What follows belongs to an exercise in optimizing a design on an open flow for small area; a production flow would make more cautious choices.
Only simulation tests tie the RTL to the original design; equivalence was not proved.

// mips_core
module mips_core(
	input         clk,
	input         reset,
	output [31:0] imem_addr,
	input  [31:0] imem_rdata,
	output [31:0] dmem_addr,
	output [31:0] dmem_wdata,
	output        dmem_we,
	output        dmem_re,
	input  [31:0] dmem_rdata
	);
	localparam [3:0] A_ZERO = 4'd0, A_ADD = 4'd1, A_SUB = 4'd2, A_AND = 4'd3,
	                 A_OR   = 4'd4, A_SLT = 4'd5, A_SLL = 4'd6, A_SRL = 4'd7,
	                 A_SRA  = 4'd8, A_LUI = 4'd9;
	reg  [31:0] pc;                  
	reg  [31:0] pc_id;               
	reg  [31:0] ir;
	reg  [31:0] a_ex, b_ex;          
	reg  [15:0] imm_ex;
	reg         immhi_ex;            
	reg  [4:0]  rn_ex;
	reg  [3:0]  aop_ex;
	reg         alusrc_ex, mr_ex, mw_ex, rw_ex, lw_ex, jal_ex;
	reg         fam_ex, fbm_ex, faw_ex, fbw_ex;    
	reg  [31:0] res_mem, b_mem;      
	reg  [4:0]  rn_mem;
	reg         mr_mem, mw_mem, rw_mem, lw_mem, jal_mem;
	reg  [31:0] wd;                  
	reg  [4:0]  rn_wb;
	reg         rw_wb;
	reg  [31:0] gpr [1:31];
	reg  [31:1] gv;
	wire wdnz = |wd;
	wire [5:0] op = ir[31:26];
	wire [5:0] fn = ir[5:0];
	wire [4:0] rs = ir[25:21];
	wire [4:0] rt = ir[20:16];
	wire [4:0] rd = ir[15:11];
	wire isR    = (op == 6'h00);
	wire r_addu = isR & (fn == 6'h21);
	wire r_add  = isR & (fn == 6'h20);
	wire r_subu = isR & (fn == 6'h23);
	wire r_sub  = isR & (fn == 6'h22);
	wire r_and  = isR & (fn == 6'h24);
	wire r_or   = isR & (fn == 6'h25);
	wire r_slt  = isR & (fn == 6'h2a);
	wire r_sll  = isR & (fn == 6'h00);
	wire r_srl  = isR & (fn == 6'h02);
	wire r_sra  = isR & (fn == 6'h03);
	wire r_jr   = isR & (fn == 6'h08);
	wire i_addi = (op == 6'h08);
	wire i_slti = (op == 6'h0a);
	wire i_ori  = (op == 6'h0d);
	wire i_lui  = (op == 6'h0f);
	wire i_beq  = (op == 6'h04);
	wire i_bne  = (op == 6'h05);
	wire i_j    = (op == 6'h02);
	wire i_jal  = (op == 6'h03);
	wire i_lw   = (op == 6'h23);
	wire i_sw   = (op == 6'h2b);
	wire r_alu  = r_addu | r_add | r_subu | r_sub | r_and | r_or | r_slt | r_sll | r_srl | r_sra;
	wire d_rw   = r_alu | i_addi | i_slti | i_ori | i_lui | i_jal | i_lw;
	wire d_src  = i_addi | i_slti | i_ori | i_lui | i_lw | i_sw;
	wire d_sx   = i_addi | i_slti | i_lw | i_sw;
  ...
Size: about 3900 cells after synthesis, ~160 I/O pins.
Settings: LEC_CHECK=0, CAP_MARGIN=10, CORE_MARGIN=2, CORE_UTILIZATION=55, SLEW_MARGIN=10, SYNTH_HIERARCHICAL=1, SYNTH_MINIMUM_KEEP_SIZE=0; clock period 15.0 ns.
standard.sh (not shown) runs the stock make flow with config.mk's settings and CLKGATE_MAP_FILE= SYNTH_SCRIPT=/design/flow/synth_recipe.tcl, a recipe that flattens the netlist after the stock synthesis.
==> flow/flow/run.sh <==
#!/bin/bash
# Own flow: the standard layout (standard.sh, unchanged synthesis, floorplan, power grid,
# placement, routing), with two arguments changed:
#  - the port buffers are buf_1 cells (buffer_ports -buffer_cell) instead of the default choice;
#  - clock tree synthesis uses clkbuf_4 cells, clusters of at most 8 flip-flops within 50 um,
#    and inserts no dummy loads.
# make's full output goes to standard.log; ORFS keeps each step's log under orfs/logs.
set -euo pipefail
bash standard.sh \
  "BUFFER_PORTS_ARGS=-buffer_cell sky130_fd_sc_hd__buf_1" \
  "CTS_ARGS=-sink_clustering_enable -repair_clock_nets -dont_use_dummy_load -buf_list sky130_fd_sc_hd__clkbuf_4 -sink_clustering_size 8 -sink_clustering_max_diameter 50" \
  finish > standard.log 2>&1
Then changed:
CAP_MARGIN = 20   (was 10)
SLEW_MARGIN = 20   (was 10)
What happened: Non-clock buffer count went up by 1. Worst setup slack improved by 63 ps. Maximum frequency rises by 0.50%. Cell count hardly moves.

what the ideal ports hide:
In the flow no input, the clock included, has a driving cell. The finished layouts below were timed again as built, in two steps.
Step 1, drivers: a clkbuf_16 drives clk and a buf_2 each remaining input, both assumed.
Step 2 also shifts input and output timing later by t, the mid clock arrival at the registers, as if the neighbouring blocks saw the same clock.
Three values: ideal ports, drivers, drivers and shift; two values: the first two.
run	t, ns	slack for setup (ns)	worst setup path after step 2
the first run	1.236	2.268 / 2.268 / 2.268	register to register
the second run	1.230	2.331 / 2.331 / 2.331	register to register
After both steps setup and hold are still met in every run listed.
